Source: an optimization exercise on an open RTL-to-GDS flow (aim: small area). Production flows keep margins and buffers that such runs may drop. The RTL was checked by simulation tests, not by an equivalence proof against the original design. Power is estimated from default activity; no workload was simulated.

==> 07-06 <==
// caption_overlay
module caption_overlay (
    input  logic         clk,
    input  logic         rst_n,
    input  logic [14:0]  vid_rgb_in,
    input  logic         vid_de_in,
    input  logic         vid_vs_in,
    input  logic         vid_hs_in,
    input  logic [7:0]   vid_x,
    input  logic [7:0]   vid_y,
    input  logic         text_valid,
    input  logic [255:0] text_string,
    input  logic [4:0]   text_length,
    input  logic         cfg_enable,
    input  logic         cfg_mode,
    input  logic [14:0]  cfg_caption_color,
    input  logic [7:0]   cfg_caption_y,
    output logic [14:0]  vid_rgb_out,
    output logic         vid_de_out,
    output logic         vid_vs_out,
    output logic         vid_hs_out
);
    wire caption_en = cfg_enable & cfg_mode;
    logic box_d1, lit_d1;
    caption_renderer u_caption_renderer (
        .clk            (clk),
        .rst_n          (rst_n),
        .pixel_x        (vid_x),
        .pixel_y        (vid_y),
        .text_load      (text_valid & caption_en),
        .text_string    (text_string),
        .text_length    (text_length),
        .cfg_y_position (cfg_caption_y),
        .box_d1         (box_d1),
        .lit_d1         (lit_d1)
    );
    logic        caption_alpha, caption_lit;
    logic [14:0] caption_color;
    always_ff @(posedge clk or negedge rst_n) begin
        if (!rst_n) begin
            caption_alpha <= 1'b0;
            caption_lit   <= 1'b0;
        end else begin
            caption_alpha <= caption_en & box_d1;
  ...
Settings: LEC_CHECK=0, ABC_AREA=1, CAP_MARGIN=20, CORE_MARGIN=2, CORE_UTILIZATION=40, SLEW_MARGIN=20, SYNTH_MEMORY_MAX_BITS=16384; clock period 10.0 ns.
run.sh (not shown) runs the stock make flow with config.mk's settings and CLKGATE_MAP_FILE= SYNTH_SCRIPT=/design/flow/synth_recipe.tcl, a recipe that flattens the netlist after the stock synthesis.
==> 06-23 (differences from 07-06) <==
==> flow/flow/run.sh (new file) <==
#!/bin/bash
# Own layout flow: the standard ORFS flow (standard.sh) with
#  - synthesis: the standard synthesis script, with an area-oriented ABC
#    mapping script (flow/abc_min_area.script);
#  - port buffers: buf_1 cells (every input and output port still gets one);
#  - CTS: smaller clock buffers, no dummy loads.
# Each tool's output is logged under orfs/logs (ORFS) and in flow_make.log.
set -euo pipefail
W=$(pwd)
export FLOW_WORK=$W
export FLOW_ABC_SCRIPT=$W/flow/abc_min_area.script
bash "$W/standard.sh" \
  SYNTH_SCRIPT="$W/flow/synth_area.tcl" \
  BUFFER_PORTS_ARGS="-buffer_cell sky130_fd_sc_hd__buf_1" \
  CTS_ARGS="-sink_clustering_enable -repair_clock_nets -dont_use_dummy_load -buf_list {sky130_fd_sc_hd__clkbuf_4 sky130_fd_sc_hd__clkbuf_8}" \
  finish > "$W/flow_make.log" 2>&1
==> flow/flow/abc_min_area.script (new file) <==
strash
dch
map -a
mfs2
strash
dch
map -a
topo
stime -c
==> flow/flow/synth_area.tcl (new file) <==
# The standard synthesis (synth_recipe.tcl, which ORFS's synth.tcl runs
# under), with one change: the final ABC technology mapping uses an
# area-oriented script instead of ORFS's delay-oriented one. Registers are
# mapped before ABC runs, so they are those of the standard synthesis.
proc abc {args} {
  set i [lsearch -exact $args -script]
  if { $i >= 0 } {
    lset args [expr { $i + 1 }] $::env(FLOW_ABC_SCRIPT)
  }
  yosys abc {*}$args
}
source $::env(FLOW_WORK)/synth_recipe.tcl
==> flow/standard.sh (new file) <==
#!/bin/bash
# synth_recipe.tcl (not shown) runs the flow's synth.tcl, then flattens the netlist and writes it again
# the make line also repeats each setting of config.mk as NAME=value (left out here)
make -C /OpenROAD-flow-scripts/flow DESIGN_CONFIG=/design/flow/config.mk WORK_HOME=/design/flow/orfs CLKGATE_MAP_FILE= SYNTH_SCRIPT=/design/flow/synth_recipe.tcl "${@:-finish}"
removed: flow/run.sh
==> impl_results.md <==
* Met1 usage in global routing at 0.343
* Crit path depth at 20
* GRT Total Usage at 0.249
* Top-count cell post-synth: nand2_1
* Pre-CTS WS at 3.79 ns
* Die Wd at 167 um
* DR vias at 9,689
* Total power at 2.45 mW
* ClkCell Share at 0.0553
* Highest routed layer: met5
* Clock network power share at 0.343
* Commonest non-fill, non-tap cell in the layout: nand2_1
* Status: no timing/DRC/antenna violations
* Post-Layout Cell Count at 1,753
* DP Cell Count at 1,713
* Clk Latency, worst-skew pair at 0.49 ns
* Most frequent cells after synthesis: nand2_1 (282), edfxtp_1 (126), inv_1 (111)
Source of the figures above: 07-06

==> impl_results.md <==
* Status: no timing/DRC/antenna violations
* Clk Latency, worst-skew pair at 0.50 ns
* Crit path depth at 18
* Die Wd at 160 um
* Highest routed layer: met4
* Clock network power share at 0.284
* Met1 usage in global routing at 0.346
* Post-Layout Cell Count at 1,610
* Pre-CTS WS at 3.67 ns
* ClkCell Share at 0.0404
* GRT Total Usage at 0.276
* Commonest non-fill, non-tap cell in the layout: buf_1
* DP Cell Count at 1,576
Source of the figures above: 06-23


---

==> v15 <==
Another version of the RTL of caption_overlay (not shown whole).
==> module caption_renderer, before the edit <==
module caption_renderer (
    input  logic         clk,
    input  logic         rst_n,
    input  logic [7:0]   pixel_x,
    input  logic [7:0]   pixel_y,
    input  logic         text_load,       
    input  logic [255:0] text_string,
    input  logic [4:0]   text_length,
    input  logic [7:0]   cfg_y_position,
    output logic         box_d1,          
    output logic         lit_d1           
);
    localparam CHARS = 18;
    logic [6:0] line_buffer [0:CHARS-1];
    logic [4:0] line_length;
    always_ff @(posedge clk or negedge rst_n) begin
        if (!rst_n)
            line_length <= 5'd0;
        else if (text_load)
            line_length <= (text_length > 5'd18) ? 5'd18 : text_length;
    end
    always_ff @(posedge clk) begin
        if (text_load)
            for (int c = 0; c < CHARS; c++)
                line_buffer[c] <= text_string[254 - c*8 -: 7];
    end
    logic [8:0] y_off;
    assign y_off = {1'b0, pixel_y} - {1'b0, cfg_y_position};
    wire in_rows = ~y_off[8] & ~y_off[7] & ~y_off[6] & ~y_off[3] &
                   (~y_off[5] | (~y_off[4] & ~y_off[2]));
    wire [2:0] glyph_row = y_off[2:0];
    wire [2:0] start_q = 3'd4 - line_length[2:0];
    logic [6:0] rel;
    assign rel = {1'b0, pixel_x[7:2]} - {4'b0, start_q};
    wire [4:0] char_index = rel[5:1];
    wire in_x = ~rel[6] & (char_index < line_length);
    wire in_box = in_rows & in_x;
    logic [6:0] cur_char;
    always_comb begin
        cur_char = 7'd0;
        for (int c = 0; c < CHARS; c++)
            if (char_index == c[4:0]) cur_char = line_buffer[c];
        if (!in_box) cur_char = 7'd0;
    end
    logic [6:0] char_d1;
    logic       glyph_pixel;
    font_rom u_font_rom (
        .code  (char_d1),
        .row   (glyph_row),
        .col   (pixel_x[2:0]),
        .pixel (glyph_pixel)
    );
    always_ff @(posedge clk) begin
        char_d1 <= cur_char;
        box_d1  <= in_box;
        lit_d1  <= in_box & glyph_pixel;
    end
endmodule
==> module alpha_blender, before the edit <==
module alpha_blender (
    input  logic        clk,
    input  logic        rst_n,
    input  logic [14:0] vid_rgb_in,
    input  logic        vid_de_in,
    input  logic        vid_vs_in,
    input  logic        vid_hs_in,
    input  logic        overlay_alpha,
    input  logic        overlay_lit,
    input  logic [14:0] overlay_color,
    output logic [14:0] vid_rgb_out,
    output logic        vid_de_out,
    output logic        vid_vs_out,
    output logic        vid_hs_out,
    input  logic        cfg_enable
);
    logic [17:0] vid_d1, vid_d2;
    always_ff @(posedge clk) begin
        vid_d1 <= {vid_rgb_in, vid_de_in, vid_vs_in, vid_hs_in};
        vid_d2 <= vid_d1;
    end
    wire show_video = ~(cfg_enable & overlay_alpha);
    wire show_text  = cfg_enable & overlay_lit;
    always_ff @(posedge clk or negedge rst_n) begin
        if (!rst_n) begin
            vid_rgb_out <= 15'h0000;
            vid_de_out  <= 1'b0;
            vid_vs_out  <= 1'b0;
            vid_hs_out  <= 1'b0;
        end else begin
            vid_rgb_out <= ({15{show_text}} & overlay_color) |
                           ({15{show_video}} & vid_d2[17:3]);
            vid_de_out  <= vid_d2[2];
            vid_vs_out  <= vid_d2[1];
            vid_hs_out  <= vid_d2[0];
        end
    end
endmodule
export LEC_CHECK = 0
export ABC_AREA = 1
export CAP_MARGIN = 0
export CORE_MARGIN = 2
export CORE_UTILIZATION = 40
export GPL_TIMING_DRIVEN = 0
export SLEW_MARGIN = 0
export SYNTH_MEMORY_MAX_BITS = 16384
create_clock -name core_clock -period 10.0 [get_ports {clk}]
standard.sh (not shown) runs the stock make flow with config.mk's settings and CLKGATE_MAP_FILE= SYNTH_SCRIPT=/design/flow/synth_recipe.tcl, a recipe that flattens the netlist after the stock synthesis.
==> flow/flow/run.sh <==
#!/bin/bash
# Own layout flow: the standard ORFS flow (standard.sh) with
#  - synthesis: the standard synthesis script, with an area-oriented ABC
#    mapping script (flow/abc_min_area.script);
#  - port buffers: buf_1 cells (every input and output port still gets one);
#  - CTS: clkbuf_4 clock buffers in clusters of at most 8 sinks, no dummy
#    loads.
# Each tool's output is logged under orfs/logs (ORFS) and in flow_make.log.
set -euo pipefail
W=$(pwd)
export FLOW_WORK=$W
export FLOW_ABC_SCRIPT=$W/flow/abc_min_area.script
bash "$W/standard.sh" \
  SYNTH_SCRIPT="$W/flow/synth_area.tcl" \
  BUFFER_PORTS_ARGS="-buffer_cell sky130_fd_sc_hd__buf_1" \
  CTS_ARGS="-sink_clustering_enable -repair_clock_nets -dont_use_dummy_load -buf_list {sky130_fd_sc_hd__clkbuf_4} -sink_clustering_size 8 -sink_clustering_max_diameter 50" \
  finish > "$W/flow_make.log" 2>&1
==> flow/flow/abc_min_area.script <==
strash
dch
amap
mfs2
strash
dch
amap
mfs2
strash
dch
amap
topo
stime -c
==> flow/flow/synth_area.tcl <==
# The standard synthesis (synth_recipe.tcl, which ORFS's synth.tcl runs
# under), with one change: the final ABC technology mapping uses an
# area-oriented script instead of ORFS's delay-oriented one. Registers are
# mapped before ABC runs, so they are those of the standard synthesis.
proc abc {args} {
  set i [lsearch -exact $args -script]
  if { $i >= 0 } {
    lset args [expr { $i + 1 }] $::env(FLOW_ABC_SCRIPT)
  }
  yosys abc {*}$args
}
source $::env(FLOW_WORK)/synth_recipe.tcl
==> v23: changes against v15 <==
--- a/flow/design.v
+++ b/flow/design.v
@@ -659,2 +659,11 @@
     localparam CHARS = 18;
+    function automatic logic [8:0] sub_ripple(input logic [7:0] a, input logic [7:0] b);
+        logic borrow;
+        borrow = 1'b0;
+        for (int i = 0; i < 8; i++) begin
+            sub_ripple[i] = a[i] ^ b[i] ^ borrow;
+            borrow = (~a[i] & b[i]) | (~(a[i] ^ b[i]) & borrow);
+        end
+        sub_ripple[8] = borrow;
+    endfunction
     logic [6:0] line_buffer [0:CHARS-1];
@@ -665,3 +674,5 @@
         else if (text_load)
-            line_length <= (text_length > 5'd18) ? 5'd18 : text_length;
+            line_length <= (text_length[4] & (text_length[3] | text_length[2] |
+                                              (text_length[1] & text_length[0])))
+                           ? 5'd18 : text_length;    
     end
@@ -673,3 +684,3 @@
     logic [8:0] y_off;
-    assign y_off = {1'b0, pixel_y} - {1'b0, cfg_y_position};
+    assign y_off = sub_ripple(pixel_y, cfg_y_position);
     wire in_rows = ~y_off[8] & ~y_off[7] & ~y_off[6] & ~y_off[3] &
@@ -677,7 +688,10 @@
     wire [2:0] glyph_row = y_off[2:0];
-    wire [2:0] start_q = 3'd4 - line_length[2:0];
-    logic [6:0] rel;
-    assign rel = {1'b0, pixel_x[7:2]} - {4'b0, start_q};
+    wire [2:0] start_q = {~(line_length[2] ^ (line_length[1] | line_length[0])),
+                          line_length[1] ^ line_length[0], line_length[0]};    
+    logic [8:0] rel;
+    assign rel = sub_ripple({2'b0, pixel_x[7:2]}, {5'b0, start_q});
     wire [4:0] char_index = rel[5:1];
-    wire in_x = ~rel[6] & (char_index < line_length);
+    logic [8:0] idx_cmp;
+    assign idx_cmp = sub_ripple({3'b0, char_index}, {3'b0, line_length});
+    wire in_x = ~rel[8] & idx_cmp[8];
     wire in_box = in_rows & in_x;
@@ -685,6 +699,8 @@
     always_comb begin
-        cur_char = 7'd0;
-        for (int c = 0; c < CHARS; c++)
-            if (char_index == c[4:0]) cur_char = line_buffer[c];
-        if (!in_box) cur_char = 7'd0;
+        if (!in_box)
+            cur_char = 7'd0;
+        else if (char_index[4])
+            cur_char = char_index[0] ? line_buffer[17] : line_buffer[16];
+        else
+            cur_char = line_buffer[char_index[3:0]];
     end
@@ -725,4 +741,3 @@
     end
-    wire show_video = ~(cfg_enable & overlay_alpha);
-    wire show_text  = cfg_enable & overlay_lit;
+    wire show_caption = cfg_enable & overlay_alpha;
     always_ff @(posedge clk or negedge rst_n) begin
@@ -734,4 +749,4 @@
         end else begin
-            vid_rgb_out <= ({15{show_text}} & overlay_color) |
-                           ({15{show_video}} & vid_d2[17:3]);
+            vid_rgb_out <= show_caption ? (overlay_lit ? overlay_color : 15'h0000)
+                                        : vid_d2[17:3];
             vid_de_out  <= vid_d2[2];
- CAP_MARGIN: 0 -> 20
- SLEW_MARGIN: 0 -> 20
==> notes.md <==
• 30 — layout clock buffer count
• 1.253 mW — cell internal power dissipation
• 22720 um — Detailed Place HPWL
• 1127 — net count of the mapped netlist
• 20 — critical path fanouts, max
• 0.03858 — fraction of layout cells with a size suffix above 1
• 0.4090 — Starting Density
• 2446 um — met3 WL
• no timing/DRC/antenna violations — outcome
• 15.92% — synth-to-layout area growth
• 0.05628 — synthesized-area fraction occupied by adder cells
• 16 — depth of the worst register-to-register path
• 0.6247 — Seq/Total Area, Yosys
• 127.0 MHz — maximum clock frequency
[end of results for v23]
==> notes.md <==
• no timing/DRC/antenna violations — outcome
• 0.03229 — fraction of layout cells with a size suffix above 1
• u_caption_renderer.lit_d1 — termination of the worst setup path
• 12 — critical path fanouts, max
• 0.4073 — Starting Density
• 2449 um — met3 WL
• 15.53% — synth-to-layout area growth
• 0.6103 — Seq/Total Area, Yosys
• 95 — maximum number of pins on one net before global-route repair
• 12 — depth of the worst register-to-register path
• 127.2 MHz — maximum clock frequency
• 0.05063 — synthesized-area fraction occupied by adder cells
• 1.233 mW — cell internal power dissipation
[end of results for v15]

==> what the ideal ports hide <==
The flow's constraints put no driver on any port. The routed layouts listed below were extracted and timed again, unchanged, in two steps. Step 1 sets driving cells, clkbuf_16 on the clock port and buf_2 on the other inputs (assumed; they add their load-dependent delay and slew). Step 2, shift: input delay + t, output delay - t, t = (earliest + latest rising clock arrival at the registers) / 2. This alone moves slack from input paths to output paths. Slacks: ideal / step 1 / step 2; pairs: ideal / step 1.
run | t, ns | slack for setup (ns) | worst setup path at the end | worst slew at a driven data input, ns | cell pins on the clock port's net
07-06 | 0.533 | 4.162 / 4.182 / 3.649 | input to register | 0.07 | 1
06-23 | 0.522 | 4.021 / 4.042 / 3.520 | input to register | 0.07 | 1
v15 | 0.635 | 2.139 / 2.157 / 1.522 | input to register | 0.09 | 1
v23 | 0.672 | 2.128 / 2.132 / 1.460 | input to register | 0.07 | 1
After both steps setup and hold are still met in every run listed. For v23, which loses most, drivers alone change the setup slack by +0.004 ns; drivers and shift together by -0.668 ns.
